This design comes from an exercise in tuning for small area, a short achievable clock period and few clock cycles per item on the open sky130 flow, not from production work.
At most, simulation tests tie the RTL to the original design; equivalence was not proved.
For runs 7 and 8, only the layout was checked, not whether the RTL still works.
No activity file was given, so power comes from the tool's default toggle rates.

===== flow/constraint.sdc =====
create_clock -name core_clock -period 4.5 [get_ports {clk}]
set_input_delay 0.9000 -clock core_clock [delete_from_list [all_inputs] [get_ports {clk}]]
set_output_delay 0.9000 -clock core_clock [all_outputs]
set_load 0.01 [all_outputs]

===== flow/design.v =====
module top_fsm(
        input clk,
        input rst_n,
        input        ram_in_we,
        input [4 :0] ram_in_addr_wr,
        input [7 :0] ram_in_data_wr,
        input [3 :0] ram_out_addr_rd,
        output [15:0] ram_out_data_rd,
        input opmode_in,
        output reg done_out
);
    reg [7:0]  ram_in  [0:31];
    reg [15:0] ram_out [0:15];
    reg        busy;
    always @(posedge clk) begin
        if (ram_in_we)
            ram_in[ram_in_addr_wr] <= ram_in_data_wr;
    end
    integer k;
    always @(posedge clk) begin
        if (opmode_in)
            for (k = 0; k < 16; k = k + 1)
                ram_out[k] <= {ram_in[2*k], ram_in[2*k+1]};
    end
    wire [15:0] rd_sel;
    rd_decode u_rd_dec (.a(ram_out_addr_rd), .s(rd_sel));
    genvar b, g;
    generate
        for (b = 0; b < 16; b = b + 1) begin : rd_bit
            wire [1:0] half;
            for (g = 0; g < 2; g = g + 1) begin : oct
                rd_oct u_oct (.s(rd_sel[8*g+7:8*g]),
                              .d({ram_out[8*g+7][b], ram_out[8*g+6][b], ram_out[8*g+5][b], ram_out[8*g+4][b],
                                  ram_out[8*g+3][b], ram_out[8*g+2][b], ram_out[8*g+1][b], ram_out[8*g][b]}),
                              .y(half[g]));
            end
            wire out_n;
            rd_nor2  u_or (.a(half[0]), .b(half[1]), .y(out_n));
            rd_inv   u_iv (.a(out_n), .y(ram_out_data_rd[b]));
        end
    endgenerate
    always @(posedge clk or negedge rst_n) begin
        if (!rst_n)
            busy <= 1'b0;
        else
            busy <= opmode_in;
    end
    always @(posedge clk or negedge rst_n) begin
        if (!rst_n)
            done_out <= 1'b0;
        else if (opmode_in)
            done_out <= 1'b0;
        else if (busy)
            done_out <= 1'b1;
    end
endmodule
module rd_decode(input [3:0] a, output [15:0] s);
    wire [3:0] lo, hi;
    rd_pre u_lo (.a(a[1:0]), .p(lo));
    rd_pre u_hi (.a(a[3:2]), .p(hi));
    genvar i;
    generate
        for (i = 0; i < 16; i = i + 1) begin : line
            rd_and2 u_and (.a(lo[i%4]), .b(hi[i/4]), .y(s[i]));
        end
    endgenerate
endmodule
module rd_pre(input [1:0] a, output [3:0] p);
    assign p = 4'b1 << a;
endmodule
module rd_and2(input a, input b, output y);
    assign y = a & b;
endmodule
module rd_ao22n(input a, input b, input c, input d, output y);
    assign y = ~((a & b) | (c & d));
endmodule
module rd_nand4(input a, input b, input c, input d, output y);
    assign y = ~(a & b & c & d);
endmodule
module rd_nor2(input a, input b, output y);
    assign y = ~(a | b);
endmodule
module rd_inv(input a, output y);
    assign y = ~a;
endmodule
module rd_oct(input [7:0] s, input [7:0] d, output y);
    assign y = |(s & d);
endmodule

===== flow/config.mk =====
export PLATFORM = sky130hd
export DESIGN_NAME = top_fsm
export DESIGN_NICKNAME = top_fsm
export VERILOG_FILES = /design/flow/design.v
export SDC_FILE = /design/flow/constraint.sdc
export NUM_CORES = 4
export LEC_CHECK = 0
export CAP_MARGIN = 20
export CORE_MARGIN = 2
export CORE_UTILIZATION = 65
export CTS_CLUSTER_DIAMETER = 100
export CTS_CLUSTER_SIZE = 30
export SETUP_SLACK_MARGIN = 1.4
export SLEW_MARGIN = 20
export SYNTH_HIERARCHICAL = 1
export SYNTH_MINIMUM_KEEP_SIZE = 0

===== flow/run.sh =====
#!/bin/bash
# synth_recipe.tcl (not shown) runs the flow's synth.tcl, then flattens the netlist and writes it again
# the make line also repeats each setting of config.mk as NAME=value (left out here)
make -C /OpenROAD-flow-scripts/flow DESIGN_CONFIG=/design/flow/config.mk WORK_HOME=/design/flow/orfs CLKGATE_MAP_FILE= SYNTH_SCRIPT=/design/flow/synth_recipe.tcl finish

==> results of run 1 <==
-- per-stage QoR --
step	power, uW	cell area [um^2]	utilization, %
2_1_floorplan	5588	17140	-
3_3_place_gp	5810	18220	70.12
3_5_place_dp	5825	18220	70.12
4_1_cts	7967	19440	74.81
5_1_grt	8164	19600	75.44
6_report	7957	19600	75.44
-- cell usage after synthesis --
master       n  share of area [%]
buf_6        1              0.066
nand4b_1     3               0.15
nand4_1     33                1.2
nand2_1      2              0.044
nand2b_1     4               0.15
nor2b_1      2              0.073
dfrtp_1      2               0.29
a22oi_1    128                5.6
clkbuf_1     2              0.044
and2_1      16               0.58
edfxtp_1   512                 90
nor3_2       1              0.058
and2b_2      2               0.10
inv_1       16               0.35
or4b_4       1              0.080
nand4bb_1    3               0.20
buf_2        1              0.029
nor2_1      44               0.96
nor3_1       7               0.20
and2_2       2              0.088
-- state kept, by name, indices dropped and copies added (netlist names) --
name and flops:
ram_out 256, ram_in 256, done_out 1, busy 1
-- timing repair --
action                     4_1_cts  5_1_grt
resized for setup              216       12
buffers inserted                11       13
setup endpoints to repair       16       16
pin swaps                       79       37
gates cloned                     5        0
-- routing by layer --
layer  vias to the layer above  GRT usage (%)
met5                         -              0
met3                        41          4.457
met4                         0          4.648
li1                       3456              -
met2                       376          40.19
met1                      4165          38.11
-- worst max path at each step --
stage | end | slack (ps) | cells past startpoint
3_5_place_dp | ram_out_data_rd[11] | 190 | 9
5_1_grt | ram_out_data_rd[6] | 1120 | 9
3_3_place_gp | ram_out_data_rd[11] | 220 | 9
4_1_cts | ram_out_data_rd[6] | 1250 | 9
2_1_floorplan | ram_out_data_rd[0] | 1740 | 6
6_report | ram_out_data_rd[5] | 1210 | 10
-- per-module statistics from Yosys, one instance, submodules excluded, excerpt --
module,flip-flops and latches,cell area [um^2],times used
rd_inv,0,3.754,16
rd_and2,0,6.256,16
rd_pre,0,26.28,2
rd_oct,0,36.28,32
rd_nor2,0,3.754,16
top_fsm,514,15700,1
-- placed cells by master (no fill, tap or decap) --
cell type	synthesis	layout
edfxtp_1	512	512
a22oi_2	0	70
a22oi_1	128	58
nor2_1	44	42
buf_4	0	39
nand4_1	33	33
clkbuf_16	0	21
and2_4	0	17
inv_1	16	16
clkdlybuf4s50_1	0	16
buf_2	1	15
buf_6	1	15
clkbuf_1	2	8
buf_8	0	8
buf_12	0	8
nor3_1	7	7
nand2b_1	4	4
nand4b_1	3	3
nand4bb_1	3	3
buf_16	0	3
nand2_1	2	2
and2_1	16	2
nor2b_4	0	2
and2b_2	2	2
nor2_2	0	2
dfrtp_1	2	2
or4b_4	1	1
nor3_2	1	1
and2_2	2	1
clkinv_16	0	1
-- cell type report --
class	instances	area share, %
sequential	514	78.69
clock buffer	29	2.834
tap	335	2.138
clock inverter	1	0.1532
inverter	16	0.3064
timing repair buffer	104	5.406
multi-input combinational	250	10.47
-- worst max-delay path: cells and delay by family --
family,cells,cell delay (ps)
simple gates,4,730
buf+inv,5,560
compound gates,1,190
-- power by group --
group / total, uW / leakage, uW / internal (uW) / switching (uW)
registers: 5400 / 0.00484 / 5360 / 36.8
logic: 358 / 0.00117 / 122 / 236
clock network: 2200 / 0.000280 / 886 / 1320
total: 7960 / 0.00629 / 6370 / 1590
-- cells by family (layout without fill, tap and decap cells) --
group,Yosys count,after routing
flops,514,514
compound gates,128,128
buf+inv,20,150
simple gates,120,122
==> results_dict.tcl, run 1 <==
set metrics [dict create \
    ys_seq_area_share_pct 90.01 \
    rows 59 \
    synth_warnings 8 \
    crit_path_top_delay_cell "and2b_2" \
    antenna_cells 0 \
    setup_tns_ps 0 \
    cp-startpoint "ram_out_addr_rd[3]" \
    fp.dieW_um 166.4 \
    grt_max_degree 117 \
    synth_top_family_by_area "compound AO/OA/AOI/OAI gates" \
    leakagePower_uw 0.006287 \
    ios 38 \
    finClkSkew_ps 26.73 \
    drv_slew 0 \
    r2r_end "ram_out[14][8]" \
    route.met3.wl_um 2899 \
    ff_latch_area_um2 15420 \
    numPortBuffers 37 \
    fin_hold_ws_ps 399.8 \
    max_cap_violations 0 \
    grt_pass1_vias 8028 \
    cts_buffer_depth 3 \
    grt_antenna_before_repair 0 \
    cts_buffers 21 \
    ys_seq_elements 514 \
    worst_slew_pin_slew_ps 1106 \
    worstPathMaxFanout 8 \
    synthSimpleGateAreaFrac_pct 3.899 \
    multi_input_area_um2 2053 \
    wl_um 34670 \
    drcViolationCount 0 \
    synth_nets 803 \
    hold_start "ram_in[2][6]" \
    fmax_mhz 304.3 \
    period_needed_ps 3286 \
    htreeDepth 1 \
    synthAdderAreaFrac_pct 0 \
    status "complete, no violations" \
    final_cells 1249 \
    dpl.hpwl_um 20520 \
    worstPathArrival_ps 2390 \
    worst_setup_path_end_kind "primary output" \
    finalNetCount 928 \
    nFillCells 1481 \
    hold_depth 0 \
    drtIter0Drc 1093 \
    cts_tree "yes" \
    place_inst 1190 \
    critical_path_class "primary input to primary output" \
    wl_met2_um 16950 \
    dpl_worst_slack_ps 193.3 \
    top_layer_used "met4" \
    clk_latency_ps 540 \
    r2r-start "ram_in[28][0]" \
    root_buffer "clkbuf_16" \
    max_slew_margin_pct 26.01 \
    rsz0062_at_grt "true" \
    syn_area_per_cell_um2 21.92 \
    netlist_area_um2 17140 \
    synth_cell_types 20 \
    core_um2 25980 \
    clkTransAtPathRegs_ps 100 \
    min_to "ram_out[1][14]" \
    worstRegToRegCells 0 \
    routed_via_density 6.436 \
    wl_met1_um 14190 \
    cts_sinks 514 \
    initial_utilization_pct 65.95 \
    grt_first_pass_wirelength_um 50600 \
    critPathLaunchType "primary input" \
    dr.pass1.iters 5 \
    power_density_nw_per_um2 405.9 \
    num_vias 8038 \
    grt_use_total_pct 25.15 \
    wl_per_cell_um 27.76 \
    cp.required_ps 3600 \
    synth_compound_area_share_pct 5.607 \
    hp-class "flop to flop" \
    synthMuxAreaShare_pct 0 \
    overflow 0 \
    antenna_left 0 \
    die_area_um2 27680 \
    layout-drive-gt1-share_pct 22.54 \
    hold_viol 0 \
    timing.final.ws_setup_ps 1214 \
    yosys.area_share.xor_xnor_pct 0 \
    r2r_setup_slack_ps 3800 \
    syn_to_final_growth_pct 14.38 \
    die_y_um 166.4 \
    ir_drop_mv 0.5803 \
    finalSetupViolations 0 \
    crit_path_cell_trace "buf_8 -> and2b_2 -> and2_4 -> buf_12 -> buf_4 -> a22oi_2 -> nand4_1 -> nor2_1 -> inv_1 -> buf_2" \
    fin_crit_sh_pct 73.03 \
    syn_inst 782 \
    hold_buffers 0 \
    gp_congestion 0.7946 \
    crit_path_max_incr_delay_ps 270 \
]
Testbench counts, summed over its fixed seeds: cycles 384, transfers 192.
==> inputs of run 2 (changes only) <==
--- a/flow/config.mk
+++ b/flow/config.mk
@@ -12,3 +12,3 @@
 export CTS_CLUSTER_SIZE = 30
-export SETUP_SLACK_MARGIN = 1.4
+export SETUP_SLACK_MARGIN = 2.2
 export SLEW_MARGIN = 20
@@ -16 +16,2 @@
 export SYNTH_MINIMUM_KEEP_SIZE = 0
+export TNS_END_PERCENT = 5
==> run 2 against run 1 <==
  * Still clean
  * Synthesized cell count unchanged
  * Critical path depth rose by 2
  * Count of clock-buffer cells in the layout decreased by 1
  * Fmax decreased by 5.6%
  * Combinational power is 1% lower
  * Hold slack better by 19 ps
  * Power fell by 0.29%
==> results_dict.tcl, run 2 <==
set metrics [dict create \
    status "complete, no violations" \
    rows 59 \
    synth_top_area_share_pct 89.71 \
    finalNetCount 930 \
    core_um2 25980 \
    final_common_cell "edfxtp_1" \
    clk_latency_ps 540 \
    worstRegToRegCells 2 \
    fin_crit_sh_pct 77.38 \
    leakagePower_uw 0.006265 \
    synthAdderAreaFrac_pct 0 \
    worstPathArrival_ps 2580 \
    worst_slew_pin_slew_ps 1086 \
    nFillCells 1461 \
    worstPathMaxFanout 4 \
    cts_sinks 514 \
    initial_utilization_pct 65.95 \
    final_cells 1250 \
    max_cap_violations 0 \
    ios 38 \
    cts_buffers 21 \
    drtIter0Drc 1025 \
    swShare_pct 19.87 \
    synth_edf_count 512 \
    max_slew_margin_pct 27.34 \
    place_inst 1163 \
    cp_num_buf_inv 7 \
    timing.critical_path.to "ram_out_data_rd[15]" \
    ys_seq_elements 514 \
    grt_pass1_vias 7967 \
    synth_warnings 8 \
    htreeDepth 1 \
    crit_path_cell_trace "buf_8 -> and2b_2 -> and2_4 -> buf_6 -> buf_6 -> buf_6 -> buf_6 -> a22oi_2 -> nand4_1 -> nor2_1 -> inv_1 -> buf_6" \
    num_vias 8053 \
    synth_top_family_by_area "compound AO/OA/AOI/OAI gates" \
    critical_path_class "primary input to primary output" \
    multi_input_area_um2 1969 \
    drcViolationCount 0 \
    synth_top_cells_by_area "edfxtp_1 90%, a22oi_1 5.6%, nand4_1 1.2%" \
    crit_path_top_delay_cell "nand4_1" \
    synth_compound_area_share_pct 5.607 \
    reg_top3 "ram_in: 256 flops, ram_out: 256 flops" \
    routed_via_density 6.442 \
    syn_to_final_growth_pct 13.13 \
    fmax_mhz 287.2 \
    cp.depth 12 \
    cp-startpoint "ram_out_addr_rd[0]" \
    rsz0062_at_grt "true" \
    postLayoutCoreUtil_pct 74.61 \
    syn_inst 782 \
    wl_per_cell_um 27.93 \
    overflow 0 \
    grt_use_total_pct 25.07 \
    numPortBuffers 37 \
    clkTransAtPathRegs_ps 110 \
    netlist_area_um2 17140 \
    die_y_um 166.4 \
    period_needed_ps 3482 \
    cp.required_ps 3600 \
    power_density_nw_per_um2 409.3 \
    grt_max_degree 97 \
    r2r_end "done_out" \
    critPathLaunchType "primary input" \
    finalSetupViolations 0 \
    p_comb_share_pct 4.5 \
    post-synth-top-count-cell "edfxtp_1" \
    synth_cell_types 20 \
    yosys.area_share.xor_xnor_pct 0 \
    crit_path_max_incr_delay_ps 250 \
    setup_tns_ps 0 \
    path_delay_family "simple AND/OR/NAND/NOR gates" \
    r2r_setup_slack_ps 3830 \
    synth-main-ff-cell "edfxtp_1" \
    synth_nets 803 \
    ys_seq_area_share_pct 90.01 \
    die_area_um2 27680 \
    fin_hold_ws_ps 418.9 \
    wl_um 34910 \
    clkPwrFrac_pct 27.6 \
    grt_antenna_before_repair 0 \
    p_sw_uw 1577 \
    final_cell_mix "512 x edfxtp_1, 91 x a22oi_1, 43 x buf_4" \
    layout-drive-gt1-share_pct 20.00 \
    hp-class "flop to flop" \
    cts_tree "yes" \
    root_buffer "clkbuf_16" \
    fp.dieW_um 166.4 \
    netlist_top_cells_count "512 x edfxtp_1, 128 x a22oi_1, 44 x nor2_1" \
    grt_first_pass_wirelength_um 50290 \
    sequentialPowerShare_pct 68.0 \
    r2r-start "busy" \
    antenna_left 0 \
    worst_setup_path_end_kind "primary output" \
    ff_latch_area_um2 15420 \
    syn_area_per_cell_um2 21.92 \
    dpl.hpwl_um 19190 \
    finClkSkew_ps 27.18 \
    synth_largest_area_cell "edfxtp_1" \
    hold_buffers 0 \
    synthSimpleGateAreaFrac_pct 3.899 \
    ir_drop_mv 0.4745 \
    gp_congestion 0.7475 \
    dr.pass1.iters 5 \
    hold_viol 0 \
    synthMuxAreaShare_pct 0 \
    worst_path_most_repeated_cell "buf_6" \
    p_int_uw 6358 \
    async_flop_share_pct 0.3891 \
    antenna_cells 0 \
    cts_buffer_depth 3 \
    drv_slew 0 \
]
## run 2: cell counts after synthesis
No cell type changed its count.
## run 2: cells by family after synthesis
| family | Yosys count |
|---|---|
| buf+inv | 20 |
| compound gates | 128 |
| simple gates | 120 |
| flops | 514 |
## run 2: modules after synthesis, one instance, submodules excluded, a selection
module	area [um^2]	copies in the design	cells inside
rd_nor2	3.754	16	1
rd_oct	36.28	32	5
rd_and2	6.256	16	1
top_fsm	15700	1	566
rd_pre	26.28	2	4
rd_inv	3.754	16	1
## run 2: what timing repair did
action | in CTS | in global routing
endpoints found under the setup margin | 233 | 233
gates resized for setup | 84 | 63
buffers inserted | 21 | 29
cloned | 6 | 2
pin swaps | 8 | 40
hold endpoints to repair | 0 | 0
## run 2: worst min path at each step
stage,cells after the start,end,start
after floorplan,0,ram_out[0][0],ram_in[1][0]
after global placement,0,ram_out[5][11],ram_in[10][3]
after detailed placement,0,ram_out[0][11],ram_in[0][3]
after CTS,0,ram_out[5][14],ram_in[10][6]
after global routing,0,ram_out[13][10],ram_in[26][2]
final,0,ram_out[8][2],ram_in[17][2]
## run 2: final cells by class
class | count | area share [%]
Multi-Input combinational cell | 256 | 10.16
Clock inverter | 1 | 0.1549
Sequential cell | 514 | 79.56
Inverter | 16 | 0.3098
Clock buffer | 28 | 2.846
Tap cell | 335 | 2.162
Timing Repair Buffer | 100 | 4.808
## run 2: worst register-to-register path, delay by kind of cell, from the launching register on
kind             cells  cell delay [ps]
DFF                  1              380
and+or+nand+nor      2              160
## run 2: power groups by stage
stage / logic, uW / clock network, uW / registers (uW)
finish: 354 / 2190 / 5390
global placement: 310 / 0 / 5490
detailed placement: 317 / 0 / 5500
CTS: 339 / 2220 / 5390
global route: 376 / 2380 / 5400
floorplan: 105 / 0 / 5490
## run 2: per-stage QoR
| step | setup WS, ps | power, uW | instance area, um^2 |
|---|---|---|---|
| after floorplan | 1870 | 5592 | 17180 |
| after global placement | 462.8 | 5801 | 18070 |
| after detailed placement | 394.7 | 5815 | 18070 |
| after CTS | 930.7 | 7948 | 18990 |
| after global routing | 981.1 | 8158 | 19390 |
| final | 1018 | 7934 | 19390 |
## run 2: layer usage
layer | global-route usage (%) | share of wire (%) | routed length (um) | up-vias
met5 | 0 | 0 | 0 | -
met4 | 4.648 | 1.7 | 578 | 0
met3 | 3.908 | 7.0 | 2440 | 40
met2 | 43.66 | 51 | 17950 | 319
met1 | 34.76 | 40 | 13940 | 4224
li1 | - | - | - | 3470
==> inputs of run 3 (changes only) <==
--- a/flow/config.mk
+++ b/flow/config.mk
@@ -12,2 +12,3 @@
 export CTS_CLUSTER_SIZE = 30
+export PLACE_DENSITY = 0.85
 export SETUP_SLACK_MARGIN = 2.2
@@ -16,2 +17 @@
 export SYNTH_MINIMUM_KEEP_SIZE = 0
-export TNS_END_PERCENT = 5
==> run 3 against run 2 <==
  * Critical endpoint is now ram_out_data_rd[13]
  * Setup slack better by 180 ps
  * Die area stayed put
  * Register-to-register slack worse by 50 ps
  * Hold slack worse by 14 ps
  * Core utilization is 2.2 points higher
  * First-iteration DRC count is 21% higher
  * Wire length is 8.9% higher
  * Clock power hardly changed
  * Largest power group unchanged
  * Power is 0.57% higher
  * Still clean
  * Combinational power is 9.3% higher
  * Critical path depth is 2 lower
  * Cell count is 1.7% higher
==> results_dict.tcl, run 3 <==
set metrics [dict create \
    setup_tns_ps 0 \
    post-synth-top-count-cell "edfxtp_1" \
    synth_top_cells_by_area "edfxtp_1 90%, a22oi_1 5.6%, nand4_1 1.2%" \
    synth_largest_area_cell "edfxtp_1" \
    num_vias 8482 \
    cp.required_ps 3600 \
    netlist_area_um2 17140 \
    layout-drive-gt1-share_pct 27.04 \
    cts_buffer_depth 3 \
    dpl.hpwl_um 18990 \
    drtIter0Drc 1245 \
    clk_latency_ps 540 \
    routed_via_density 6.673 \
    rows 59 \
    cts_tree "yes" \
    core_um2 25980 \
    synth_nets 803 \
    fp.dieW_um 166.4 \
    finalSetupViolations 0 \
    final_cells 1271 \
    hold_viol 0 \
    grt_pass1_vias 8092 \
    htreeDepth 1 \
    max_slew_margin_pct 44.11 \
    worstRegToRegCells 0 \
    grt_util_met3_pct 4.743 \
    grt_use_total_pct 26.51 \
    cts_sinks 514 \
    ios 38 \
    wl_um 38020 \
    synth_warnings 8 \
    top_usage_layer "met2" \
    drcViolationCount 0 \
    async_flop_share_pct 0.3891 \
    period_needed_ps 3304 \
    synth-main-ff-cell "edfxtp_1" \
    worstPathArrival_ps 2400 \
    status "complete, no violations" \
    synth_cell_types 20 \
    rsz0062_at_grt "true" \
    antenna_left 0 \
    finClkSkew_ps 27.25 \
    fin_crit_sh_pct 73.42 \
    fin_area_um2 19970 \
    initial_utilization_pct 65.95 \
    critical_path_class "primary input to primary output" \
    wl_per_cell_um 29.92 \
    critPathLaunchType "primary input" \
    numPortBuffers 37 \
    worst_setup_path_end_kind "primary output" \
    synth_top_area_share_pct 89.71 \
    syn_to_final_growth_pct 16.53 \
    power_density_nw_per_um2 399.6 \
    syn_area_per_cell_um2 21.92 \
    root_buffer "clkbuf_16" \
    synth_edf_count 512 \
    ys_seq_area_share_pct 90.01 \
    hold_depth 0 \
    die_area_um2 27680 \
    worst_slew_pin_slew_ps 838.4 \
    fmax_mhz 302.7 \
    gp_congestion 0.7820 \
    ys_seq_elements 514 \
    final_common_cell "edfxtp_1" \
    gr-usage-met2_pct 43.86 \
    worstPathMaxFanout 6 \
    ir_drop_mv 0.5439 \
    syn_inst 782 \
    met1_usage_pct 37.34 \
    overflow 0 \
    reg_top3 "ram_in: 256 flops, ram_out: 256 flops" \
    place_inst 1162 \
    grt_first_pass_wirelength_um 52950 \
    grt_antenna_before_repair 3 \
    leakagePower_uw 0.006439 \
    die_y_um 166.4 \
    netlist_top_cells_count "512 x edfxtp_1, 128 x a22oi_1, 44 x nor2_1" \
    dr.pass1.iters 5 \
    finalNetCount 946 \
    placed_cell_area_um2 18100 \
    drv_slew 0 \
    grt_max_degree 102 \
    max_cap_violations 0 \
    final_cell_mix "512 x edfxtp_1, 77 x a22oi_1, 51 x a22oi_2" \
    hp-class "flop to flop" \
    clkTransAtPathRegs_ps 100 \
    cts_buffers 21 \
]
## run 3: cells by family after synthesis
logic type      synth area share (%)
buf+inv                       0.4892
flops                          90.01
compound gates                 5.607
simple gates                   3.899
## run 3: area by class of cell
type / count / area (um^2)
Inverter: 16 / 60.06
Multi-Input combinational cell: 254 / 2266
Fill cell: 1276 / 6015
Timing Repair Buffer: 118 / 1205
Antenna cell: 4 / 10.01
Clock buffer: 29 / 555.5
Clock inverter: 1 / 30.03
Tap cell: 335 / 419.2
Sequential cell: 514 / 15420
## run 3: routing by layer
metal  vias up  wire (um)
met1      4328      14050
met3        90       3885
met5         -         13
met4         2       1195
met2       556      18880
li1       3506          -
## run 3: worst paths after layout
path | endpoint | start | slack [ps]
setup / recovery | ram_out_data_rd[13] | ram_out_addr_rd[3] | 1200
hold / removal | ram_out[0][14] | ram_in[0][6] | 410
setup reg to reg | ram_out[9][3] | ram_in[19][3] | 3780
hold reg to reg | ram_out[0][14] | ram_in[0][6] | 410
max in group asynchronous | done_out | rst_n | 3870
min in group asynchronous | busy | rst_n | 510
## run 3: repair_timing
action                     CTS  global route
resized for setup          210            36
pin swaps                   70            37
hold buffers                 0             0
setup endpoints to repair  249           264
gates cloned                 6             1
buffers inserted            52            16
## run 3: Yosys stat by module, one instance, submodules excluded, a selection
module,cell area (um^2),cells,copies in the design,flops+latches
rd_and2,6.256,1,16,0
top_fsm,15700,566,1,514
rd_oct,36.28,5,32,0
rd_pre,26.28,4,2,0
rd_inv,3.754,1,16,0
rd_nor2,3.754,1,16,0
## run 3: worst max-delay path: stages
cell	delay [ps]
buf_8	80
and2b_2	260
and2_4	170
buf_12	140
buf_6	110
a22oi_2	170
nand4_1	210
nor2_2	170
inv_1	50
buf_2	130
## run 3: per-stage QoR
step                      total power (uW)  setup WS [ps]  util [%]  hold slack (ps)
after floorplan                       5593           1870         -            400.3
after global placement                5794          507.4     69.59            400.3
after detailed placement              5816          475.9     69.65            404.5
after CTS                             7935           1205     75.69            406.1
after global routing                  8170           1171     76.82            406.4
final                                 7980           1196     76.85            405.0
## run 3: where the power goes
group | switching [uW] | total (uW) | internal, uW | leakage [uW]
sequential | 37.0 | 5400 | 5360 | 0.00484
clock | 1310 | 2200 | 886 | 0.000280
combinational | 262 | 387 | 126 | 0.00132
total | 1610 | 7980 | 6370 | 0.00644
==> inputs of run 4 (changes only) <==
--- a/flow/config.mk
+++ b/flow/config.mk
@@ -12,4 +12,3 @@
 export CTS_CLUSTER_SIZE = 30
-export PLACE_DENSITY = 0.85
-export SETUP_SLACK_MARGIN = 2.2
+export SETUP_SLACK_MARGIN = 3.0
 export SLEW_MARGIN = 20
==> run 4 against run 3 <==
  * Still clean
  * Non-clock buffer count rose by 19
  * Cell count rose by 1.4%
  * Combinational power rose by 9.0%
  * Clock skew fell by 10 ps
  * Sequential share of layout area fell by 2.1 points
  * Critical path type unchanged
  * Largest power group unchanged
==> results_dict.tcl, run 4 <==
set metrics [dict create \
    max_slew_margin_pct 43.20 \
    netlist_top_cells_count "512 x edfxtp_1, 128 x a22oi_1, 44 x nor2_1" \
    final_cell_mix "512 x edfxtp_1, 66 x a22oi_1, 62 x a22oi_2" \
    crit_path_top_delay_cell "and2b_2" \
    hold_buffers 0 \
    hp-class "flop to flop" \
    finalNetCount 967 \
    synth_nets 803 \
    synth_cell_types 20 \
    synth_largest_area_cell "edfxtp_1" \
    fp.dieW_um 166.4 \
    grt_pass1_vias 8292 \
    worst_setup_path_end_kind "primary output" \
    finalSetupViolations 0 \
    die_y_um 166.4 \
    core_um2 25980 \
    synth_top_cells_by_area "edfxtp_1 90%, a22oi_1 5.6%, nand4_1 1.2%" \
    worstPathArrival_ps 2420 \
    crit_path_cell_trace "buf_8 -> and2b_2 -> buf_6 -> and2_4 -> a22oi_2 -> nand4_1 -> nor2_1 -> inv_1 -> buf_2" \
    synth_warnings 8 \
    wl_um 37110 \
    die_area_um2 27680 \
    syn_inst 782 \
    setup_tns_ps 0 \
    placed_cell_area_um2 18360 \
    drcViolationCount 0 \
    nFillCells 1316 \
    numPortBuffers 37 \
    cts_tree "yes" \
    final_cells 1289 \
    clkTransAtPathRegs_ps 110 \
    hold_viol 0 \
    grt_antenna_before_repair 0 \
    drv_slew 0 \
    power_density_nw_per_um2 389.9 \
    synth_edf_count 512 \
    dpl.hpwl_um 19670 \
    leakagePower_uw 0.006640 \
    gp_congestion 0.8049 \
    critical_path_class "primary input to primary output" \
    drtIter0Drc 967 \
    period_needed_ps 3315 \
    reg_top3 "ram_in: 256 flops, ram_out: 256 flops" \
    clk_latency_ps 530 \
    max_cap_violations 0 \
    overflow 0 \
    layout-drive-gt1-share_pct 31.06 \
    rows 59 \
    num_vias 8361 \
    grt_max_degree 64 \
    wl_per_cell_um 28.79 \
    routed_via_density 6.486 \
    fmax_mhz 301.6 \
    dr.pass1.iters 5 \
    place_inst 1161 \
    grt_first_pass_wirelength_um 53840 \
    syn_to_final_growth_pct 19.73 \
    ir_drop_mv 0.4005 \
    cts_buffers 21 \
    r2r_setup_slack_ps 3820 \
    timing.final.ws_setup_ps 1185 \
    synth-main-ff-cell "edfxtp_1" \
    dpl_worst_slack_ps 427.7 \
    synth_top_area_share_pct 89.71 \
    ys_seq_elements 514 \
    finClkSkew_ps 17.06 \
    grt_use_total_pct 26.93 \
    cts_buffer_depth 3 \
    cts_sinks 514 \
    ys_seq_area_share_pct 90.01 \
    status "complete, no violations" \
    final_common_cell "edfxtp_1" \
    rsz0062_at_grt "true" \
    htreeDepth 1 \
    worstPathMaxFanout 8 \
    post-synth-top-count-cell "edfxtp_1" \
    critPathLaunchType "primary input" \
    cp_num_buf_inv 4 \
    root_buffer "clkbuf_16" \
    netlist_area_um2 17140 \
    antenna_left 0 \
    syn_area_per_cell_um2 21.92 \
    ios 38 \
    fin_area_um2 20520 \
    fin_crit_sh_pct 73.67 \
    worst_slew_pin_slew_ps 852.0 \
    initial_utilization_pct 65.95 \
    path_delay_family "simple AND/OR/NAND/NOR gates" \
    crit_path_max_incr_delay_ps 250 \
    async_flop_share_pct 0.3891 \
    cp.required_ps 3600 \
]
-- run 4: cell types whose count changed in the layout (fill, tap and decap cells not counted), sizes merged --
cell           previous run  this run
and2                     24        26
buf                     101       132
bufbuf                    0         1
clkbuf                   31        30
clkdlybuf4s15             2         0
clkdlybuf4s50             8         3
diode                     4         1
dlygate4sd2               2         0
dlymetal6s2s              3         0
-- run 4: timing repair --
action,CTS,global route
gates cloned,9,0
gates resized for setup,225,35
endpoints found under the setup margin,495,243
buffers inserted,68,20
pin swaps,91,54
-- run 4: metal layers --
metal	part of all wire (%)	track usage [%]
met1	40	40.44
met2	50	44.14
met5	0	0
met4	2.0	6.222
met3	7.6	2.955
-- run 4: where the power goes --
group / internal, uW / leakage [uW] / switching (uW)
Combinational: 150 / 0.00152 / 272
Sequential: 5360 / 0.00484 / 35.1
Clock: 886 / 0.000280 / 1300
-- run 4: logic make-up after synthesis --
family / after synthesis / synth area share (%)
flops: 514 / 90.01
compound gates: 128 / 5.607
buf+inv: 20 / 0.4892
simple gates: 120 / 3.899
-- run 4: final cells by class --
type / count / area [um^2] / share of cell area [%]
clock buffer: 29 / 555.5 / 2.707
multi-input combinational: 256 / 2451 / 11.95
timing repair buffer: 137 / 1575 / 7.677
sequential: 514 / 15420 / 75.18
clock inverter: 1 / 30.03 / 0.1464
tap: 335 / 419.2 / 2.043
inverter: 16 / 60.06 / 0.2927
antenna: 1 / 2.502 / 0.01220
-- run 4: per-module statistics from Yosys, one instance, submodules excluded, a selection --
module | cells | copies in the design | flops+latches | area, um^2
rd_and2 | 1 | 16 | 0 | 6.256
rd_inv | 1 | 16 | 0 | 3.754
rd_nor2 | 1 | 16 | 0 | 3.754
rd_oct | 5 | 32 | 0 | 36.28
rd_pre | 4 | 2 | 0 | 26.28
top_fsm | 566 | 1 | 514 | 15700
-- run 4: metrics by stage --
step                power (uW)  hold WS (ps)  utilization, %
CTS                       8005         410.3           77.45
global placement          5830         400.6           70.66
finish                    7999         409.2           78.96
floorplan                 5619         400.3               -
global route              8205         419.4           78.95
detailed placement        5842         404.5           70.66
-- run 4: worst paths after layout --
check / from / endpoint / cells after the start
worst max-delay path: ram_out_addr_rd[1] / ram_out_data_rd[12] / 9
worst min-delay path: ram_in[14][5] / ram_out[7][13] / 0
worst max register to register: ram_in[10][1] / ram_out[5][9] / 0
worst min register to register: ram_in[14][5] / ram_out[7][13] / 0
max in group asynchronous: rst_n / done_out / 1
min in group asynchronous: rst_n / busy / 1
==> inputs of run 5 (changes only) <==
--- a/flow/config.mk
+++ b/flow/config.mk
@@ -12,3 +12,3 @@
 export CTS_CLUSTER_SIZE = 30
-export SETUP_SLACK_MARGIN = 3.0
+export SETUP_SLACK_MARGIN = 2.2
 export SLEW_MARGIN = 20
==> run 5 against run 4 <==
  * Still clean
  * Clock skew is 14 ps higher
  * Synthesized area stayed put
  * Setup slack better by 36 ps
  * Hold slack worse by 23 ps
  * Power is 0.59% lower
  * Via count is 3.2% lower
  * Register-to-register slack hardly changed
  * Largest power group unchanged
==> results_dict.tcl, run 5 <==
set metrics [dict create \
    synth-main-ff-cell "edfxtp_1" \
    max_slew_margin_pct 40.61 \
    fp.dieW_um 166.4 \
    r2r_end "ram_out[7][9]" \
    async_flop_share_pct 0.3891 \
    synth_nets 803 \
    r2r_setup_slack_ps 3830 \
    gp_congestion 0.7618 \
    leakagePower_uw 0.006417 \
    syn_inst 782 \
    worstPathArrival_ps 2380 \
    worst_setup_path_end_kind "primary output" \
    reg_top3 "ram_in: 256 flops, ram_out: 256 flops" \
    cts_buffers 21 \
    die_area_um2 27680 \
    synthSimpleGateAreaFrac_pct 3.899 \
    die_y_um 166.4 \
    synth_top_area_share_pct 89.71 \
    cts_tree "yes" \
    hold_depth 0 \
    status "complete, no violations" \
    drv_slew 0 \
    post-synth-top-count-cell "edfxtp_1" \
    r2r-start "ram_in[14][1]" \
    finalSetupViolations 0 \
    synth_cell_types 20 \
    grt_pass1_vias 7992 \
    rsz0062_at_grt "true" \
    ir_drop_mv 0.4915 \
    finalNetCount 943 \
    wl_per_cell_um 28.11 \
    synth_top_cells_by_area "edfxtp_1 90%, a22oi_1 5.6%, nand4_1 1.2%" \
    hold_buffers 0 \
    cts_sinks 514 \
    multi_input_area_um2 2230 \
    routed_via_density 6.398 \
    core_um2 25980 \
    synthMuxAreaShare_pct 0 \
    drcViolationCount 0 \
    grt_max_degree 115 \
    power_density_nw_per_um2 400.8 \
    p_comb_share_pct 4.7 \
    ys_seq_area_share_pct 90.01 \
    ios 38 \
    final_common_cell "edfxtp_1" \
    ys_seq_elements 514 \
    synth_top_family_by_area "compound AO/OA/AOI/OAI gates" \
    drtIter0Drc 1011 \
    synth_warnings 8 \
    worstRegToRegCells 0 \
    clkPwrFrac_pct 27.5 \
    syn_to_final_growth_pct 15.77 \
    initial_utilization_pct 65.95 \
    clk_latency_ps 540 \
    grt_antenna_before_repair 2 \
    clkTransAtPathRegs_ps 110 \
    worst_slew_pin_slew_ps 890.8 \
    max_cap_violations 0 \
    period_needed_ps 3279 \
    yosys.area_share.xor_xnor_pct 0 \
    rows 59 \
    critPathLaunchType "primary input" \
    hold_start "ram_in[22][5]" \
    sequentialPowerShare_pct 67.8 \
    critical_path_class "primary input to primary output" \
    syn_area_per_cell_um2 21.92 \
    cp.required_ps 3600 \
    setup_tns_ps 0 \
    netlist_area_um2 17140 \
    antenna_left 0 \
    synth_largest_area_cell "edfxtp_1" \
    layout-drive-gt1-share_pct 25.19 \
    min_to "ram_out[11][13]" \
    htreeDepth 1 \
    swShare_pct 19.95 \
    p_int_uw 6366 \
    num_vias 8093 \
    final_cell_mix "512 x edfxtp_1, 80 x a22oi_1, 53 x buf_4" \
    fin_crit_sh_pct 72.87 \
    numPortBuffers 37 \
    hold_viol 0 \
    synthAdderAreaFrac_pct 0 \
    worstPathMaxFanout 6 \
    netlist_top_cells_count "512 x edfxtp_1, 128 x a22oi_1, 44 x nor2_1" \
    fmax_mhz 304.9 \
    wl_um 35560 \
    finClkSkew_ps 30.58 \
    synth_compound_area_share_pct 5.607 \
    nFillCells 1397 \
    overflow 0 \
    grt_use_total_pct 25.91 \
    fin_hold_ws_ps 386.3 \
    dpl.hpwl_um 19440 \
    root_buffer "clkbuf_16" \
    hp-class "flop to flop" \
    synth_edf_count 512 \
    p_sw_uw 1587 \
    cts_buffer_depth 3 \
    ff_latch_area_um2 15420 \
    grt_first_pass_wirelength_um 51690 \
    dr.pass1.iters 7 \
]
run 5: cell counts after synthesis:
Identical to the previous run, type by type.
run 5: timing repair:
| action | CTS | global route |
|---|---|---|
| resized for setup | 213 | 19 |
| pin swaps | 67 | 23 |
| endpoints found under the setup margin | 241 | 272 |
| endpoints found under the hold margin | 0 | 0 |
| gates cloned | 7 | 0 |
| buffers inserted | 55 | 6 |
run 5: layout make-up:
| class | count | area share (%) |
|---|---|---|
| sequential | 514 | 77.74 |
| multi-input combinational | 255 | 11.24 |
| timing repair buffer | 114 | 5.638 |
| clock buffer | 29 | 2.800 |
| tap | 335 | 2.113 |
| inverter | 16 | 0.3027 |
| clock inverter | 1 | 0.1514 |
| antenna | 1 | 0.01261 |
run 5: per-layer routing:
| metal | up-vias | GRT usage (%) | part of all wire (%) |
|---|---|---|---|
| met5 | - | 0 | 0.028 |
| met4 | 2 | 5.547 | 2.0 |
| met3 | 42 | 4.051 | 8.3 |
| met2 | 345 | 41.16 | 49 |
| met1 | 4204 | 39.52 | 41 |
| li1 | 3500 | - | - |
run 5: per-module statistics from Yosys (local to each module, per instance), a selection:
| module | cells | area, um^2 | flip-flops and latches |
|---|---|---|---|
| rd_and2 | 1 | 6.256 | 0 |
| rd_inv | 1 | 3.754 | 0 |
| rd_nor2 | 1 | 3.754 | 0 |
| rd_oct | 5 | 36.28 | 0 |
| rd_pre | 4 | 26.28 | 0 |
| top_fsm | 566 | 15700 | 514 |
run 5: cell families after synthesis:
family / after synthesis
and+or+nand+nor: 120
AOI/OAI and AO/OA: 128
buffers and inverters: 20
DFF: 514
run 5: worst max path at each step:
stage | startpoint | to | slack [ps] | cells after the start
floorplan | ram_out_addr_rd[3] | ram_out_data_rd[0] | 1870 | 6
global placement | ram_out_addr_rd[0] | ram_out_data_rd[0] | 460 | 8
detailed placement | ram_out_addr_rd[3] | ram_out_data_rd[8] | 440 | 8
CTS | ram_out_addr_rd[0] | ram_out_data_rd[10] | 1240 | 9
global route | ram_out_addr_rd[1] | ram_out_data_rd[0] | 1180 | 9
finish | ram_out_addr_rd[1] | ram_out_data_rd[0] | 1220 | 9
run 5: power groups by stage:
stage	clock (uW)	combinational [uW]	sequential, uW
global route	2380	397	5400
global placement	0	314	5490
detailed placement	0	321	5500
floorplan	0	106	5490
CTS	2220	362	5390
finish	2190	374	5390
run 5: critical path: stages:
cell     delay [ps]
buf_8           100
and2_4          190
and2_4          210
buf_6           140
a22oi_2         190
nand4_1         250
nor2_1          200
inv_1            50
buf_2           140
run 5: stage by stage:
step                power (uW)  util [%]  setup slack, ps  cell area (um^2)  std cells
finish                    7952     76.35             1221             19840       1265
global route              8181     76.34             1176             19840       1264
CTS                       7976     75.79             1244             19700       1258
detailed placement        5819     69.66            439.8             18100       1166
global placement          5806     69.66            457.0             18100       1166
floorplan                 5593         -             1870             17200        782
==> inputs of run 6 (changes only) <==
--- a/flow/config.mk
+++ b/flow/config.mk
@@ -7,3 +7,3 @@
 export LEC_CHECK = 0
-export CAP_MARGIN = 20
+export CAP_MARGIN = 0
 export CORE_MARGIN = 2
@@ -13,3 +13,3 @@
 export SETUP_SLACK_MARGIN = 2.2
-export SLEW_MARGIN = 20
+export SLEW_MARGIN = 0
 export SYNTH_HIERARCHICAL = 1
==> run 6 against run 5 <==
  * Sequential cell count stayed put
  * Power unchanged
  * Still clean
  * Global-route usage stayed put
  * Largest power group unchanged
==> results_dict.tcl, run 6 <==
set metrics [dict create \
    netlist_area_um2 17140 \
    worst_slew_pin_slew_ps 890.8 \
    cp.required_ps 3600 \
    grt_antenna_before_repair 2 \
    synth_warnings 8 \
    ys_seq_elements 514 \
    ys_seq_area_share_pct 90.01 \
    drv_slew 0 \
    p_int_uw 6366 \
    reg_top3 "ram_in: 256 flops, ram_out: 256 flops" \
    rsz0062_at_grt "true" \
    finalNetCount 943 \
    dr.pass1.iters 7 \
    clkPwrFrac_pct 27.5 \
    power_density_nw_per_um2 400.8 \
    cts_sinks 514 \
    final_cell_mix "512 x edfxtp_1, 80 x a22oi_1, 53 x buf_4" \
    num_vias 8093 \
    fin_hold_ws_ps 386.3 \
    ir_drop_mv 0.4915 \
    finClkSkew_ps 30.58 \
    gp_congestion 0.7618 \
    synth_top_cells_by_area "edfxtp_1 90%, a22oi_1 5.6%, nand4_1 1.2%" \
    swShare_pct 19.95 \
    cts_buffers 21 \
    final_common_cell "edfxtp_1" \
    grt_first_pass_wirelength_um 51690 \
    initial_utilization_pct 65.95 \
    grt_use_total_pct 25.91 \
    worst_setup_path_end_kind "primary output" \
    p_sw_uw 1587 \
    netlist_top_cells_count "512 x edfxtp_1, 128 x a22oi_1, 44 x nor2_1" \
    grt_max_degree 115 \
    fin_crit_sh_pct 72.87 \
    drcViolationCount 0 \
    synth_largest_area_cell "edfxtp_1" \
    max_slew_margin_pct 40.61 \
    syn_to_final_growth_pct 15.77 \
    antenna_left 0 \
    setup_tns_ps 0 \
    wl_um 35560 \
    p_total_uw 7952 \
    rows 59 \
    syn_inst 782 \
    grt_pass1_vias 7992 \
    wl_per_cell_um 28.11 \
    critical_path_class "primary input to primary output" \
    hp-class "flop to flop" \
    routed_via_density 6.398 \
    leakagePower_uw 0.006417 \
    worstPathArrival_ps 2380 \
    ios 38 \
    cts_buffer_depth 3 \
    synth_top_area_share_pct 89.71 \
    fp.dieW_um 166.4 \
    synth-main-ff-cell "edfxtp_1" \
    async_flop_share_pct 0.3891 \
    synth_edf_count 512 \
    root_buffer "clkbuf_16" \
    post-synth-top-count-cell "edfxtp_1" \
    drtIter0Drc 1011 \
    synth_nets 803 \
    dpl.hpwl_um 19440 \
    die_area_um2 27680 \
    critPathLaunchType "primary input" \
    worstPathMaxFanout 6 \
    fmax_mhz 304.9 \
    clk_latency_ps 540 \
    period_needed_ps 3279 \
    r2r_setup_slack_ps 3830 \
    finalSetupViolations 0 \
    core_um2 25980 \
    numPortBuffers 37 \
    syn_area_per_cell_um2 21.92 \
    p_comb_share_pct 4.7 \
    layout-drive-gt1-share_pct 25.19 \
    htreeDepth 1 \
    die_y_um 166.4 \
    sequentialPowerShare_pct 67.8 \
    max_cap_violations 0 \
    clkTransAtPathRegs_ps 110 \
    synth_cell_types 20 \
    overflow 0 \
    status "complete, no violations" \
    hold_viol 0 \
    cts_tree "yes" \
]
-- run 6: cell counts in the layout (fill, tap and decap cells not counted) --
Identical to the previous run, type by type.
-- run 6: power groups by stage --
stage	Combinational, uW	Clock, uW	Sequential (uW)
2_1_floorplan	106	0	5490
3_3_place_gp	314	0	5490
3_5_place_dp	321	0	5500
4_1_cts	362	2220	5390
5_1_grt	397	2380	5400
6_report	374	2190	5390
-- run 6: logic make-up after synthesis --
kind of cell	after synthesis	synth area share (%)
DFF	514	90.01
AOI/OAI and AO/OA	128	5.607
and+or+nand+nor	120	3.899
buffers and inverters	20	0.4892
-- run 6: final timing paths --
path | end | cells past startpoint | startpoint
setup / recovery | ram_out_data_rd[0] | 9 | ram_out_addr_rd[1]
hold / removal | ram_out[11][13] | 0 | ram_in[22][5]
setup reg to reg | ram_out[7][9] | 0 | ram_in[14][1]
hold reg to reg | ram_out[11][13] | 0 | ram_in[22][5]
max in group asynchronous | busy | 1 | rst_n
min in group asynchronous | done_out | 1 | rst_n
-- run 6: timing repair --
| action | CTS | global route |
|---|---|---|
| gates resized for setup | 213 | 19 |
| setup buffers | 55 | 6 |
| endpoints found under the setup margin | 241 | 272 |
| pin swaps | 67 | 23 |
| cloned | 7 | 0 |
| hold buffers | 0 | 0 |
-- run 6: area by class of cell --
type | instances | area [um^2]
antenna | 1 | 2.502
clock buffer | 29 | 555.5
clock inverter | 1 | 30.03
fill | 1397 | 6145
inverter | 16 | 60.06
multi-input combinational | 255 | 2230
sequential | 514 | 15420
tap | 335 | 419.2
timing repair buffer | 114 | 1119
-- run 6: stage by stage --
stage	cell area, um^2	worst slack [ps]	utilization (%)	cells
5_1_grt	19840	1176	76.34	1264
3_3_place_gp	18100	457.0	69.66	1166
6_report	19840	1221	76.35	1265
2_1_floorplan	17200	1870	-	782
4_1_cts	19700	1244	75.79	1258
3_5_place_dp	18100	439.8	69.66	1166
-- run 6: metal layers --
metal  vias to the layer above  part of all wire (%)  GRT usage (%)
met1                      4204                    41          39.52
li1                       3500                     -              -
met3                        42                   8.3          4.051
met2                       345                    49          41.16
met5                         -                 0.028              0
met4                         2                   2.0          5.547
-- run 6: worst max-delay path, cell delays in order --
cell and delay, ps:
buf_8 100, and2_4 190, and2_4 210, buf_6 140, a22oi_2 190, nand4_1 250, nor2_1 200, inv_1 50
buf_2 140
-- run 6: Yosys stat by module (local to each module, per instance), a selection --
module,cells,flip-flops and latches
rd_nor2,1,0
rd_oct,5,0
top_fsm,566,514
rd_and2,1,0
rd_inv,1,0
rd_pre,4,0
==> inputs of run 7 (changes only) <==
--- a/flow/design.v
+++ b/flow/design.v
@@ -24,4 +24,14 @@
     end
-    wire [15:0] rd_sel;
-    rd_decode u_rd_dec (.a(ram_out_addr_rd), .s(rd_sel));
+    wire [3:0] rd_lo, rd_hi;
+    rd_pre u_rd_lo (.a(ram_out_addr_rd[1:0]), .p(rd_lo));
+    rd_pre u_rd_hi (.a(ram_out_addr_rd[3:2]), .p(rd_hi));
+    wire [15:0] rd_sel_c [0:1];
+    genvar c, w;
+    generate
+        for (c = 0; c < 2; c = c + 1) begin : rd_copy
+            for (w = 0; w < 16; w = w + 1) begin : line
+                rd_and2 u_and (.a(rd_lo[w%4]), .b(rd_hi[w/4]), .y(rd_sel_c[c][w]));
+            end
+        end
+    endgenerate
     genvar b, g;
@@ -31,3 +41,3 @@
             for (g = 0; g < 2; g = g + 1) begin : oct
-                rd_oct u_oct (.s(rd_sel[8*g+7:8*g]),
+                rd_octn u_oct (.s(rd_sel_c[b/8][8*g+7:8*g]),
                               .d({ram_out[8*g+7][b], ram_out[8*g+6][b], ram_out[8*g+5][b], ram_out[8*g+4][b],
@@ -36,5 +46,3 @@
             end
-            wire out_n;
-            rd_nor2  u_or (.a(half[0]), .b(half[1]), .y(out_n));
-            rd_inv   u_iv (.a(out_n), .y(ram_out_data_rd[b]));
+            rd_nand2 u_or (.a(half[0]), .b(half[1]), .y(ram_out_data_rd[b]));
         end
@@ -56,13 +64,2 @@
 endmodule
-module rd_decode(input [3:0] a, output [15:0] s);
-    wire [3:0] lo, hi;
-    rd_pre u_lo (.a(a[1:0]), .p(lo));
-    rd_pre u_hi (.a(a[3:2]), .p(hi));
-    genvar i;
-    generate
-        for (i = 0; i < 16; i = i + 1) begin : line
-            rd_and2 u_and (.a(lo[i%4]), .b(hi[i/4]), .y(s[i]));
-        end
-    endgenerate
-endmodule
 module rd_pre(input [1:0] a, output [3:0] p);
@@ -79,10 +76,7 @@
 endmodule
-module rd_nor2(input a, input b, output y);
-    assign y = ~(a | b);
+module rd_octn(input [7:0] s, input [7:0] d, output y);
+    assign y = ~|(s & d);
 endmodule
-module rd_inv(input a, output y);
-    assign y = ~a;
+module rd_nand2(input a, input b, output y);
+    assign y = ~(a & b);
 endmodule
-module rd_oct(input [7:0] s, input [7:0] d, output y);
-    assign y = |(s & d);
-endmodule
--- a/flow/config.mk
+++ b/flow/config.mk
@@ -7,3 +7,3 @@
 export LEC_CHECK = 0
-export CAP_MARGIN = 0
+export CAP_MARGIN = 20
 export CORE_MARGIN = 2
@@ -13,3 +13,3 @@
 export SETUP_SLACK_MARGIN = 2.2
-export SLEW_MARGIN = 0
+export SLEW_MARGIN = 20
 export SYNTH_HIERARCHICAL = 1
==> run 7 against run 6 <==
  * Via count down 4.9%
  * Clock power is essentially flat
  * Power is 0.13% lower
  * Core utilization is 0.69 points lower
  * Register-to-register slack about the same
  * Setup slack improved by 130 ps
  * Critical path type unchanged
  * Largest power group unchanged
==> results_dict.tcl, run 7 <==
set metrics [dict create \
    num_vias 7693 \
    dpl.hpwl_um 19880 \
    postLayoutCoreUtil_pct 75.66 \
    r2r_end "ram_out[10][8]" \
    synth_warnings 9 \
    netlist_top_cells_count "512 x edfxtp_1, 128 x a22oi_1, 32 x and2_1, 32 x and4_1, 28 x nor2_1" \
    dr.pass1.iters 5 \
    fin_hold_ws_ps 416.7 \
    p_sw_uw 1562 \
    gr-usage-met2_pct 37.27 \
    synth_cell_types 20 \
    grt_util_met3_pct 2.662 \
    ios 38 \
    worstPathArrival_ps 2250 \
    grt_max_degree 105 \
    cp.required_ps 3600 \
    netlist_area_um2 17260 \
    overflow 0 \
    dpl_worst_slack_ps 444.8 \
    swShare_pct 19.67 \
    synth_top_cells_by_area "edfxtp_1 89%, a22oi_1 5.6%, and4_1 1.6%" \
    r2r-start "ram_in[20][0]" \
    finClkSkew_ps 20.55 \
    timing.final.ws_setup_ps 1354 \
    syn_inst 782 \
    root_buffer "clkbuf_16" \
    finalNetCount 898 \
    grt_pass1_vias 7742 \
    antenna_cells 0 \
    finalSetupViolations 0 \
    period_needed_ps 3146 \
    post-synth-top-count-cell "edfxtp_1" \
    max_cap_violations 0 \
    met1_usage_pct 36.41 \
    leakagePower_uw 0.006137 \
    final_cell_mix "512 x edfxtp_1, 67 x a22oi_2, 61 x a22oi_1" \
    die_y_um 166.9 \
    r2r_setup_slack_ps 3840 \
    rows 59 \
    fp.dieW_um 166.9 \
    rsz0062_at_grt "true" \
    syn_to_final_growth_pct 14.25 \
    final_common_cell "edfxtp_1" \
    ys_seq_area_share_pct 89.38 \
    hold_start "ram_in[10][6]" \
    grt_first_pass_wirelength_um 47890 \
    cts_buffer_depth 3 \
    power_density_nw_per_um2 402.8 \
    ir_drop_mv 0.4459 \
    worst_setup_path_end_kind "primary output" \
    drtIter0Drc 834 \
    cts_buffers 21 \
    setup_tns_ps 0 \
    hold_depth 0 \
    grt_use_total_pct 23.38 \
    worstPathMaxFanout 8 \
    synth_top_area_share_pct 89.09 \
    critical_path_class "primary input to primary output" \
    grt_antenna_before_repair 0 \
    wl_per_cell_um 26.24 \
    min_to "ram_out[5][14]" \
    syn_area_per_cell_um2 22.07 \
    drcViolationCount 0 \
    worst_slew_pin_slew_ps 875.5 \
    layout-drive-gt1-share_pct 27.94 \
    synth-main-ff-cell "edfxtp_1" \
    async_flop_share_pct 0.3891 \
    synth_nets 803 \
    critPathLaunchType "primary input" \
    ys_seq_elements 514 \
    wl_um 31990 \
    synth_edf_count 512 \
    htreeDepth 1 \
    fin_crit_sh_pct 69.92 \
    top_usage_layer "met2" \
    status "complete, no violations" \
    gp_congestion 0.7881 \
    fmax_mhz 317.8 \
    hp-class "flop to flop" \
    sequentialPowerShare_pct 67.9 \
    synth_largest_area_cell "edfxtp_1" \
    initial_utilization_pct 66.23 \
    cts_tree "yes" \
    p_int_uw 6380 \
    routed_via_density 6.311 \
    cts_sinks 514 \
    max_slew_margin_pct 41.45 \
    worstRegToRegCells 0 \
    reg_top3 "ram_in: 256 flops, ram_out: 256 flops" \
    clkPwrFrac_pct 27.3 \
    clkTransAtPathRegs_ps 110 \
    die_area_um2 27870 \
    drv_slew 0 \
    hold_viol 0 \
    clk_latency_ps 540 \
    core_um2 26060 \
    antenna_left 0 \
    numPortBuffers 37 \
    p_comb_share_pct 4.8 \
]
## run 7: power by group through the flow
stage | Sequential (uW) | Combinational, uW | Clock (uW)
5_1_grt | 5400 | 403 | 2370
3_3_place_gp | 5490 | 324 | 0
6_report | 5390 | 380 | 2170
2_1_floorplan | 5490 | 110 | 0
4_1_cts | 5390 | 374 | 2220
3_5_place_dp | 5500 | 330 | 0
## run 7: how the worst max path moves through the flow
stage / start / to / slack (ps) / cells after the start
floorplan: ram_out_addr_rd[3] / ram_out_data_rd[0] / 1860 / 5
global placement: ram_out_addr_rd[1] / ram_out_data_rd[7] / 460 / 7
detailed placement: ram_out_addr_rd[1] / ram_out_data_rd[7] / 440 / 7
CTS: ram_out_addr_rd[3] / ram_out_data_rd[9] / 1390 / 9
global route: ram_out_addr_rd[3] / ram_out_data_rd[9] / 1340 / 9
finish: ram_out_addr_rd[3] / ram_out_data_rd[9] / 1350 / 9
## run 7: stage by stage
stage	total power [uW]	cell area (um^2)	std cells
6_report	7942	19720	1219
4_1_cts	7985	19600	1214
2_1_floorplan	5597	17370	782
3_3_place_gp	5818	18270	1164
3_5_place_dp	5828	18270	1164
5_1_grt	8175	19720	1219
## run 7: cell type report
cell class / count / area, um^2
Clock inverter: 2 / 38.79
Multi-Input combinational cell: 264 / 2531
Timing Repair Buffer: 76 / 750.7
Sequential cell: 514 / 15420
Fill cell: 1420 / 6342
Tap cell: 335 / 419.2
Clock buffer: 28 / 551.8
## run 7: kinds of logic (layout without fill, tap and decap cells)
logic type / Yosys count / after routing / share of synthesized area, %
simple gates: 136 / 136 / 4.915
compound gates: 128 / 128 / 5.568
buf+inv: 4 / 106 / 0.1377
flops: 514 / 514 / 89.38
## run 7: modules after synthesis (local to each module, per instance)
| module | cells | times used | flops+latches |
|---|---|---|---|
| rd_and2 | 1 | 32 | 0 |
| top_fsm | 566 | 1 | 514 |
| rd_nand2 | 1 | 16 | 0 |
| rd_octn | 5 | 32 | 0 |
| rd_pre | 4 | 2 | 0 |
## run 7: routing by layer
metal | routed length (um) | part of all wire [%]
met1 | 13790 | 43
met2 | 15420 | 48
met3 | 2182 | 6.8
met4 | 597 | 1.9
met5 | 0 | 0
## run 7: timing repair
item	4_1_cts	5_1_grt
buffers inserted	20	5
gates resized for setup	256	22
hold buffers	0	0
setup endpoints to repair	241	239
pin swaps	78	22
## run 7: worst max-delay path, stage by stage
cell and delay (ps):
buf_8 100, and2b_4 350, buf_6 130, and2_4 210
buf_6 120, a22oi_2 60, and4_1 140, nand2_1 90
buf_2 140
==> inputs of run 8 (changes only) <==
--- a/flow/config.mk
+++ b/flow/config.mk
@@ -12,3 +12,3 @@
 export CTS_CLUSTER_SIZE = 30
-export SETUP_SLACK_MARGIN = 2.2
+export SETUP_SLACK_MARGIN = 1.8
 export SLEW_MARGIN = 20
==> run 8 against run 7 <==
  * Clock power about the same
  * Power up 0.26%
  * Non-clock buffer count down 18
  * Setup slack better by 84 ps
  * Hold slack worse by 19 ps
  * Sequential cell count unchanged
  * Largest cell class unchanged
==> results_dict.tcl, run 8 <==
set metrics [dict create \
    status "complete, no violations" \
    cts_sinks 514 \
    wl_um 32890 \
    routed_via_density 6.399 \
    drv_slew 0 \
    antenna_cells 0 \
    leakagePower_uw 0.006013 \
    grt_pass1_vias 7548 \
    ios 38 \
    period_needed_ps 3062 \
    rows 59 \
    die_y_um 166.9 \
    netlist_top_cells_count "512 x edfxtp_1, 128 x a22oi_1, 32 x and2_1, 32 x and4_1, 28 x nor2_1" \
    r2r-start "ram_in[27][4]" \
    clkTransAtPathRegs_ps 100 \
    gp_congestion 0.8165 \
    worstPathMaxFanout 8 \
    dpl.hpwl_um 20390 \
    fp.dieW_um 166.9 \
    power_density_nw_per_um2 407.7 \
    drtIter0Drc 795 \
    ir_drop_mv 0.5462 \
    final_common_cell "edfxtp_1" \
    cts_buffer_depth 3 \
    worst_slew_pin_slew_ps 1044 \
    place_inst 1171 \
    ys_seq_elements 514 \
    finalSetupViolations 0 \
    dr.pass1.iters 5 \
    cts_tree "yes" \
    critPathLaunchType "primary input" \
    grt_antenna_before_repair 0 \
    final_cell_mix "512 x edfxtp_1, 102 x a22oi_2, 34 x and2_4" \
    grt_first_pass_wirelength_um 48420 \
    drcViolationCount 0 \
    reg_top3 "ram_in: 256 flops, ram_out: 256 flops" \
    overflow 0 \
    final_cells 1201 \
    r2r_end "ram_out[13][4]" \
    layout-drive-gt1-share_pct 27.83 \
    dpl_worst_slack_ps 381.1 \
    fmax_mhz 326.6 \
    synth-main-ff-cell "edfxtp_1" \
    worstPathArrival_ps 2160 \
    cp.required_ps 3600 \
    grt_max_degree 110 \
    worstRegToRegCells 0 \
    syn_area_per_cell_um2 22.07 \
    hp-class "flop to flop" \
    initial_utilization_pct 66.23 \
    worst_setup_path_end_kind "primary output" \
    cts_buffers 21 \
    synth_edf_count 512 \
    die_area_um2 27870 \
    ys_seq_area_share_pct 89.38 \
    nFillCells 1450 \
    rsz0062_at_grt "true" \
    wl_per_cell_um 27.38 \
    async_flop_share_pct 0.3891 \
    finalNetCount 880 \
    synth_largest_area_cell "edfxtp_1" \
    syn_inst 782 \
    timing.final.ws_setup_ps 1438 \
    hold_buffers 0 \
    min_to "ram_out[2][9]" \
    synth_nets 803 \
    finClkSkew_ps 27.44 \
    synth_cell_types 20 \
    num_vias 7685 \
    synth_warnings 9 \
    netlist_area_um2 17260 \
    core_um2 26060 \
    htreeDepth 1 \
    post-synth-top-count-cell "edfxtp_1" \
    hold_viol 0 \
    synth_top_cells_by_area "edfxtp_1 89%, a22oi_1 5.6%, and4_1 1.6%" \
    hold_start "ram_in[4][1]" \
    setup_tns_ps 0 \
    max_slew_margin_pct 30.17 \
    hold_depth 0 \
    max_cap_violations 0 \
    synth_top_area_share_pct 89.09 \
    clk_latency_ps 540 \
    antenna_left 0 \
    critical_path_class "primary input to primary output" \
    postLayoutCoreUtil_pct 74.94 \
    root_buffer "clkbuf_16" \
    r2r_setup_slack_ps 3840 \
    syn_to_final_growth_pct 13.16 \
    fin_crit_sh_pct 68.05 \
    numPortBuffers 37 \
    grt_use_total_pct 23.91 \
]
## run 8: cell count changes in the layout (fill, tap and decap cells not counted), moves of 8 or more
| cell | change |
|---|---|
| nor2_4 | -21 |
| a22oi_2 | +35 |
| buf_6 | -8 |
| nor2_1 | +22 |
| clkdlybuf4s50_1 | +8 |
| a22oi_1 | -35 |
## run 8: cell families (layout without fill, tap and decap cells)
| family | Yosys count | after routing | share of synthesized area, % |
|---|---|---|---|
| DFF | 514 | 514 | 89.38 |
| AOI/OAI and AO/OA | 128 | 128 | 5.568 |
| buffers and inverters | 4 | 88 | 0.1377 |
| and+or+nand+nor | 136 | 136 | 4.915 |
## run 8: Yosys stat by module, one instance, submodules excluded
| module | cells | area, um^2 | flops+latches | copies in the design |
|---|---|---|---|---|
| rd_and2 | 1 | 6.256 | 0 | 32 |
| rd_nand2 | 1 | 3.754 | 0 | 16 |
| rd_octn | 5 | 38.79 | 0 | 32 |
| rd_pre | 4 | 26.28 | 0 | 2 |
| top_fsm | 566 | 15700 | 514 | 1 |
## run 8: per-layer routing
layer,part of all wire [%],GRT usage [%],vias up
met1,43,36.36,3964
met4,2.2,5.210,0
met5,0,0,-
met2,48,38.56,297
met3,7.0,2.899,50
li1,-,-,3374
## run 8: worst max-delay path: stages
cell and delay, ps:
buf_8 100, nor2b_4 120, buf_6 130, and2_4 200
a22oi_2 230, and4_4 290, nand2_2 60, buf_6 120
## run 8: report_power, final
group	total, uW	internal (uW)	switching (uW)
Sequential	5400	5360	42.2
Clock	2180	884	1300
Combinational	380	143	237
## run 8: per-stage QoR
step / power (uW) / hold slack [ps] / cell area, um^2
2_1_floorplan: 5588 / 400.3 / 17260
3_3_place_gp: 5815 / 400.3 / 18210
3_5_place_dp: 5824 / 404.5 / 18210
4_1_cts: 7985 / 407.0 / 19360
5_1_grt: 8195 / 411.6 / 19530
6_report: 7962 / 397.7 / 19530
## run 8: timing repair
action                     4_1_cts  5_1_grt
setup endpoints to repair       16       38
pin swaps                       79       50
gates resized for setup        278       42
buffers inserted                 0        0
## run 8: worst max path at each step
stage	from	slack, ps	end	cells past startpoint
6_report	ram_out_addr_rd[3]	1440	ram_out_data_rd[1]	8
5_1_grt	ram_out_addr_rd[3]	1410	ram_out_data_rd[1]	8
3_5_place_dp	ram_out_addr_rd[1]	380	ram_out_data_rd[7]	7
2_1_floorplan	ram_out_addr_rd[3]	1810	ram_out_data_rd[0]	5
4_1_cts	ram_out_addr_rd[1]	1410	ram_out_data_rd[15]	8
3_3_place_gp	ram_out_addr_rd[1]	390	ram_out_data_rd[14]	8
## run 8: layout make-up
| class | count | area [um^2] | share of cell area, % |
|---|---|---|---|
| timing repair buffer | 58 | 571.8 | 2.928 |
| clock buffer | 29 | 555.5 | 2.845 |
| multi-input combinational | 264 | 2527 | 12.94 |
| tap | 335 | 419.2 | 2.146 |
| sequential | 514 | 15420 | 78.99 |
| clock inverter | 1 | 30.03 | 0.1538 |

-- what the ideal ports hide --
The results above use ideal ports. As a check the final layouts listed here were re-extracted and re-timed, cells and wires unchanged.
Step 1 (the two cells are an assumption about what drives the block):
set clk [get_ports {clk}]
set_driving_cell -lib_cell sky130_fd_sc_hd__clkbuf_16 $clk
set_driving_cell -lib_cell sky130_fd_sc_hd__buf_2 [delete_from_list [all_inputs] $clk]
Step 2 times the ports against the registers' clock, not the clock port: input delays grow and output delays shrink by t, the midpoint of the rising clock arrivals with the driver on.
a / b / c = ideal / step 1 / step 2; a / b = the first two.
| run | t, ns | setup WS [ns] | worst setup path after step 2 | clock arrival spread, ns | worst data-port slew with drivers (ns) |
|---|---|---|---|---|---|
| run 1 | 0.580 | 1.214 / 1.138 / 1.114 | input to register | 0.040 / 0.040 | 0.07 |
| run 2 | 0.583 | 1.018 / 0.967 / 0.967 | input to output | 0.040 / 0.041 | 0.07 |
| run 3 | 0.582 | 1.196 / 1.144 / 1.144 | input to output | 0.043 / 0.043 | 0.10 |
| run 4 | 0.571 | 1.185 / 1.131 / 1.131 | input to output | 0.030 / 0.030 | 0.15 |
| run 5 | 0.577 | 1.221 / 1.181 / 1.181 | input to output | 0.036 / 0.035 | 0.09 |
| run 6 | 0.577 | 1.221 / 1.181 / 1.181 | input to output | 0.036 / 0.035 | 0.09 |
| run 7 | 0.585 | 1.354 / 1.309 / 1.309 | input to output | 0.028 / 0.028 | 0.06 |
| run 8 | 0.581 | 1.438 / 1.374 / 1.280 | input to register | 0.034 / 0.034 | 0.09 |
After both steps setup and hold are still met in every run listed. The setup slack of run 8, which loses most, moves by -0.064 ns with the drivers and by -0.158 ns with both steps.
